This design comes from an exercise in tuning for small area on the open sky130 flow, not from production work.
At most, simulation tests tie the RTL to the original design; equivalence was not proved.
The clock port is modelled as an ideal driver; clocking choices that lean on that would not hold on a real chip.
Power figures rest on the tool's default switching activity, not on a simulated workload.

==> flow/design.v (excerpt) <==
module cpu #(
    parameter unsigned CLOCK_DIVIDER = 12
) (
    input logic clock_i,
    input logic reset_i,
    input logic [7:0] data_i,
    input logic data_valid_i,
    output logic [7:0] data_o,
    output logic [15:0] address_o,
    output logic bus_read_o,
    output logic bus_write_o
);
  logic [3:0] cnt;
  logic step;
  assign step = (cnt == 4'd3);
  always_ff @(posedge clock_i) begin
    if (reset_i) cnt <= 4'd7;
    else if (step) cnt <= 4'd8;
    else cnt <= cnt + 4'd1;
  end
  logic par;
  always_ff @(posedge clock_i) begin
    if (reset_i) par <= 1'b0;
    else if (step) par <= ~par;
  end
  logic late;   
  logic shift, first, last;
  always_comb begin
    if (late) begin
      shift = (cnt[3] & cnt[2]) | (~cnt[3] & ~cnt[2]);
      first = (cnt == 4'd12);
      last  = (cnt == 4'd3);
    end else begin
      shift = cnt[3];
      first = (cnt == 4'd8);
      last  = (cnt == 4'd15);
    end
  end
  localparam logic [3:0]
    Q_F0    = 4'd0,    
    Q_F1    = 4'd1,    
    Q_EXD   = 4'd2,    
    Q_EXN   = 4'd3,    
    Q_ZP1   = 4'd4,    
    Q_ZX1   = 4'd5,    
    Q_ZX2   = 4'd6,    
    Q_I3    = 4'd7,    
    Q_I4    = 4'd8,    
    Q_AB1   = 4'd9,    
    Q_AB2   = 4'd10,   
    Q_RST   = 4'd11,   
    Q_STUCK = 4'd12;   
  logic [3:0] q;
  logic [7:0] ir;
  logic [7:0] a, x, y, sp, t, h;
  logic c, cy;
  logic [15:0] pc;
  logic upc;   
  logic zh;   
  function automatic logic [3:0] decode(input logic [7:0] o);
    if (o == 8'hEA || o == 8'h38 || o == 8'h18 || o == 8'hAA || o == 8'hA8 || o == 8'h8A ||
        o == 8'h98 || o == 8'h9A || o == 8'hBA)
      decode = Q_EXN;
  ...
Settings: LEC_CHECK=0, CAP_MARGIN=20, CORE_MARGIN=2, CORE_UTILIZATION=55, SLEW_MARGIN=20; clock period 10.0 ns.
standard.sh (not shown) runs the stock make flow with config.mk's settings and CLKGATE_MAP_FILE= SYNTH_SCRIPT=/design/flow/synth_recipe.tcl, a recipe that flattens the netlist after the stock synthesis.
==> flow/flow/run.sh <==
#!/bin/bash
# The standard layout (standard.sh) with three changes that only make the
# layout smaller: the smallest buffer on every port, a clock tree of clkbuf_8
# without dummy loads, and, after the floorplan, gates on paths with positive
# slack sized down (repair_timing -recover_power). Each tool's full output goes
# to a log of its own here; ORFS also keeps per-step logs under orfs/logs/.
set -euo pipefail
export BUFFER_PORTS_ARGS="-buffer_cell sky130_fd_sc_hd__buf_1"
export CTS_ARGS="-sink_clustering_enable -repair_clock_nets -root_buf sky130_fd_sc_hd__clkbuf_8 -buf_list sky130_fd_sc_hd__clkbuf_4 -dont_use_dummy_load"
bash standard.sh synth floorplan > standard_floorplan.log 2>&1
openroad -no_init -exit flow/downsize.tcl > downsize.log 2>&1
bash standard.sh > standard_finish.log 2>&1
==> flow/flow/downsize.tcl <==
# Size down gates that have slack to spare, in the floorplan's database.
set res orfs/results/$::env(FLOW_PLATFORM)/cpu/base
read_db $res/2_floorplan.odb
read_liberty $::env(FLOW_HOME)/platforms/sky130hd/lib/sky130_fd_sc_hd__tt_025C_1v80.lib
read_sdc $res/2_floorplan.sdc
source $::env(FLOW_HOME)/platforms/sky130hd/setRC.tcl
report_design_area
report_worst_slack -max
repair_timing -recover_power 100 -verbose
report_design_area
report_worst_slack -max
write_db $res/2_floorplan.odb
The baseline finished with timing, DRC and antenna clean.
Next try:
--- a/flow/flow/run.sh
+++ b/flow/flow/run.sh
@@ -7,5 +7,5 @@
 set -euo pipefail
 export BUFFER_PORTS_ARGS="-buffer_cell sky130_fd_sc_hd__buf_1"
-export CTS_ARGS="-sink_clustering_enable -repair_clock_nets -root_buf sky130_fd_sc_hd__clkbuf_8 -buf_list sky130_fd_sc_hd__clkbuf_4 -dont_use_dummy_load"
+export CTS_ARGS="-sink_clustering_enable -repair_clock_nets -root_buf sky130_fd_sc_hd__clkbuf_16 -buf_list sky130_fd_sc_hd__clkbuf_4 -dont_use_dummy_load"
 bash standard.sh synth floorplan > standard_floorplan.log 2>&1
 openroad -no_init -exit flow/downsize.tcl > downsize.log 2>&1
What happened: Total power grows by roughly a tenth; cell area grows by a few percent; area after synthesis does not change; die area stays the same; clock skew shrinks by 14 ps; count of clock-buffer cells in the layout stays the same.
Next try:
==> flow/flow/run.sh (replaced) <==
#!/bin/bash
# The standard layout, with the smallest buffer on the ports and a clock
# tree built without dummy loads. The whole ORFS output goes to standard.log
# here; each ORFS step also keeps its own log under orfs/logs/.
set -euo pipefail
export BUFFER_PORTS_ARGS="-buffer_cell sky130_fd_sc_hd__buf_1"
export CTS_ARGS="-sink_clustering_enable -repair_clock_nets -buf_list sky130_fd_sc_hd__clkbuf_8 -dont_use_dummy_load"
bash standard.sh > standard.log 2>&1
CORE_UTILIZATION = 40   (was 55)
removed: flow/flow/downsize.tcl
Effect: Synthesized area is unchanged. Power decreases by 12%. Global-route usage decreases by 7.9 points. Combinational power rises by about 1%. Wire length decreases by 1.1%. Count of clock-buffer cells in the layout is unchanged.
Next try:
==> flow/flow/run.sh (replaced) <==
#!/bin/bash
# The standard layout (standard.sh) with three changes that only make the
# layout smaller: the smallest buffer on every port, a clock tree of clkbuf_8
# without dummy loads, and, after the floorplan, gates on paths with positive
# slack sized down (repair_timing -recover_power). Each tool's full output goes
# to a log of its own here; ORFS also keeps per-step logs under orfs/logs/.
set -euo pipefail
export BUFFER_PORTS_ARGS="-buffer_cell sky130_fd_sc_hd__buf_1"
export CTS_ARGS="-sink_clustering_enable -repair_clock_nets -buf_list sky130_fd_sc_hd__clkbuf_16 -sink_clustering_size 100 -sink_clustering_max_diameter 500 -dont_use_dummy_load"
bash standard.sh synth floorplan > standard_floorplan.log 2>&1
openroad -no_init -exit flow/downsize.tcl > downsize.log 2>&1
bash standard.sh > standard_finish.log 2>&1
==> flow/flow/downsize.tcl (new file) <==
# Size down gates that have slack to spare, in the floorplan's database.
set res orfs/results/$::env(FLOW_PLATFORM)/cpu/base
read_db $res/2_floorplan.odb
read_liberty $::env(FLOW_HOME)/platforms/sky130hd/lib/sky130_fd_sc_hd__tt_025C_1v80.lib
read_sdc $res/2_floorplan.sdc
source $::env(FLOW_HOME)/platforms/sky130hd/setRC.tcl
report_design_area
report_worst_slack -max
repair_timing -recover_power 100 -verbose
report_design_area
report_worst_slack -max
write_db $res/2_floorplan.odb
CORE_UTILIZATION = 55   (was 40)
Power increases by 13%.
Via count is higher by 2.1%.
Routed wire length climbs by 1.1%.
Hold slack is about the same.
Area after synthesis is unchanged.
Function was not checked in any run of this note: the RTL went through the layout flow alone.

* * *

== old ==
Another version of the RTL of cpu (not shown whole).
Size: roughly 37 I/O pins, roughly 0.0044 mm2 of cells after synthesis.
Settings: LEC_CHECK=0, CAP_MARGIN=20, CORE_MARGIN=2, CORE_UTILIZATION=55, SLEW_MARGIN=20; clock period 10.0 ns.
==> flow/flow/run.sh <==
#!/bin/bash
# The standard layout (standard.sh) with three changes that only make the
# layout smaller: the smallest buffer on every port, a clock tree of clkbuf_8
# without dummy loads, and, after the floorplan, gates on paths with positive
# slack sized down (repair_timing -recover_power). Each tool's full output goes
# to a log of its own here; ORFS also keeps per-step logs under orfs/logs/.
set -euo pipefail
export BUFFER_PORTS_ARGS="-buffer_cell sky130_fd_sc_hd__buf_1"
export CTS_ARGS="-sink_clustering_enable -repair_clock_nets -buf_list sky130_fd_sc_hd__clkbuf_8 -dont_use_dummy_load"
bash standard.sh synth floorplan > standard_floorplan.log 2>&1
openroad -no_init -exit flow/downsize.tcl > downsize.log 2>&1
export POST_CTS_TCL="$PWD/flow/post_cts.tcl"
bash standard.sh > standard_finish.log 2>&1
==> flow/flow/downsize.tcl <==
# Size down gates that have slack to spare, in the floorplan's database.
set res orfs/results/$::env(FLOW_PLATFORM)/cpu/base
read_db $res/2_floorplan.odb
read_liberty $::env(FLOW_HOME)/platforms/sky130hd/lib/sky130_fd_sc_hd__tt_025C_1v80.lib
read_sdc $res/2_floorplan.sdc
source $::env(FLOW_HOME)/platforms/sky130hd/setRC.tcl
report_design_area
report_worst_slack -max
repair_timing -recover_power 100 -verbose
report_design_area
report_worst_slack -max
write_db $res/2_floorplan.odb
==> flow/flow/post_cts.tcl <==
# POST_CTS hook: size down gates that still have slack to spare, then legalize.
repair_timing -recover_power 100 -verbose
detailed_placement
check_placement -verbose
The inputs of new differ from those of old as listed below.
-- flow/flow/run.sh --
<<< old, line 12
export POST_CTS_TCL="$PWD/flow/post_cts.tcl"
>>> new, line 12
removed: flow/flow/post_cts.tcl
Notes after the runs:
- Minimum clock period after layout: new higher than old
- Compared new against old; overall power consumption within noise.
- Between new and old, the power density over the cells does not differ in any meaningful way.
- Between old and new, the difference in clock edge transition at the registers on the reported setup and hold paths is negligible.
- Clock share of power of old is on par with new.
- Between old and new, the difference in combined global-route utilization of all metal layers is negligible.

* * *

cpu with an RTL version that a note above also has.
Size: ~510 cells after synthesis, roughly 87 flip-flops.
// cpu
module cpu #(
    parameter unsigned CLOCK_DIVIDER = 12
) (
    input logic clock_i,
    input logic reset_i,
    input logic [7:0] data_i,
    input logic data_valid_i,
    output logic [7:0] data_o,
    output logic [15:0] address_o,
    output logic bus_read_o,
    output logic bus_write_o
);
clock: 10.0 ns
lec_check: 0
cap_margin: 20
core_margin: 2
core_utilization: 40
cts_buf_list: sky130_fd_sc_hd__clkbuf_8
cts_cluster_diameter: 200
cts_cluster_size: 50
slew_margin: 20
run.sh (not shown) runs the stock make flow with config.mk's settings and CLKGATE_MAP_FILE= SYNTH_SCRIPT=/design/flow/synth_recipe.tcl, a recipe that flattens the netlist after the stock synthesis.
Stock flow here: none of the scripts above is used.
==> next run, changes <==
==> flow/flow/run.sh (new file) <==
#!/bin/bash
# The standard layout (standard.sh) with three changes that only make the
# layout smaller: the smallest buffer on every port, a clock tree of clkbuf_8
# without dummy loads, and, after the floorplan, gates on paths with positive
# slack sized down (repair_timing -recover_power). Each tool's full output goes
# to a log of its own here; ORFS also keeps per-step logs under orfs/logs/.
set -euo pipefail
export BUFFER_PORTS_ARGS="-buffer_cell sky130_fd_sc_hd__buf_1"
export CTS_ARGS="-sink_clustering_enable -repair_clock_nets -buf_list sky130_fd_sc_hd__clkbuf_8 -dont_use_dummy_load"
bash standard.sh synth floorplan > standard_floorplan.log 2>&1
openroad -no_init -exit flow/downsize.tcl > downsize.log 2>&1
bash standard.sh > standard_finish.log 2>&1
==> flow/flow/downsize.tcl (new file) <==
# Size down gates that have slack to spare, in the floorplan's database.
set res orfs/results/$::env(FLOW_PLATFORM)/cpu/base
read_db $res/2_floorplan.odb
read_liberty $::env(FLOW_HOME)/platforms/sky130hd/lib/sky130_fd_sc_hd__tt_025C_1v80.lib
read_sdc $res/2_floorplan.sdc
source $::env(FLOW_HOME)/platforms/sky130hd/setRC.tcl
report_design_area
report_worst_slack -max
repair_timing -recover_power 100 -verbose
report_design_area
report_worst_slack -max
write_db $res/2_floorplan.odb
==> flow/standard.sh (new file) <==
#!/bin/bash
# synth_recipe.tcl (not shown) runs the flow's synth.tcl, then flattens the netlist and writes it again
# the make line also repeats each setting of config.mk as NAME=value (left out here)
make -C /OpenROAD-flow-scripts/flow DESIGN_CONFIG=/design/flow/config.mk WORK_HOME=/design/flow/orfs CLKGATE_MAP_FILE= SYNTH_SCRIPT=/design/flow/synth_recipe.tcl "${@:-finish}"
Settings changed: CORE_UTILIZATION 40 to 55, CTS_BUF_LIST sky130_fd_sc_hd__clkbuf_8 to default, CTS_CLUSTER_DIAMETER 200 to default, CTS_CLUSTER_SIZE 50 to default.
removed: flow/run.sh
Effect: The changed run went through all stages and came out clean. First-iteration DRC count goes down by 12%. Power is lower by 7.5%. Utilization climbs by 13 points. Die area falls by 26%. Non-clock buffer count stays the same. Via count rises by 1.8%. Worst hold slack got worse by 23 ps. Clock power came out lower by 20%. Register-to-register slack improves by 80 ps. Global-route usage grows by 7.0 points. Fmax shrinks by 3.9%.
==> next run, changes <==
==> flow/flow/run.sh (replaced) <==
#!/bin/bash
# The standard layout, with the smallest buffer on the ports and a clock
# tree built without dummy loads. The whole ORFS output goes to standard.log
# here; each ORFS step also keeps its own log under orfs/logs/.
set -euo pipefail
export BUFFER_PORTS_ARGS="-buffer_cell sky130_fd_sc_hd__buf_1"
export CTS_ARGS="-sink_clustering_enable -repair_clock_nets -buf_list sky130_fd_sc_hd__clkbuf_8 -dont_use_dummy_load"
bash standard.sh > standard.log 2>&1
removed: flow/flow/downsize.tcl
Result:
- The new run ran to the end with no violations
- via count drops by 1.8%
- final area climbs by 1.1%
- sequential power hardly moves
- sequential share of layout area drops by 0.43 points
- routed wire length drops by 3.3%
No functional check of the RTL was part of any run of this note.

## what the ideal ports hide
Ports are ideal in the flow. The routed layouts listed here were re-timed in OpenROAD.
Step 1: set_driving_cell puts a clkbuf_16 on clock_i and a buf_2 on each other input, an assumption about the parent block.
Step 2 moves the port delays by t, midway between the first and last clock arrival at a register: inputs arrive t later, outputs are due t later. That takes back most of the time a late clock gives input paths.
Three values: ideal ports, drivers, drivers and shift; two values: the first two.
| run | shift t [ns] | setup slack, ns | hold slack, ns |
|---|---|---|---|
| the first run of note 1 | 0.385 | 5.648 / 5.656 / 5.271 | 0.307 / 0.307 / 0.307 |
| the second run of note 1 | 0.369 | 5.665 / 5.677 / 5.308 | 0.310 / 0.310 / 0.310 |
| the third run of note 1 | 0.404 | 6.117 / 6.128 / 5.723 | 0.308 / 0.308 / 0.308 |
| the fourth run of note 1 | 0.369 | 5.665 / 5.677 / 5.308 | 0.310 / 0.310 / 0.310 |
| old | 0.379 | 5.735 / 5.742 / 5.363 | 0.305 / 0.305 / 0.305 |
| new | 0.381 | 5.464 / 5.471 / 5.090 | 0.305 / 0.305 / 0.305 |
| the first run of note 3 | 0.413 | 5.818 / 5.786 / 5.467 | 0.330 / 0.330 / 0.330 |
| the second run of note 3 | 0.385 | 5.648 / 5.656 / 5.271 | 0.307 / 0.307 / 0.307 |
| the third run of note 3 | 0.375 | 6.147 / 6.156 / 5.781 | 0.314 / 0.314 / 0.314 |
After both steps every run listed still meets setup and hold. The setup slack of the third run of note 1, which loses most, moves by +0.011 ns with the drivers and by -0.394 ns with both steps.
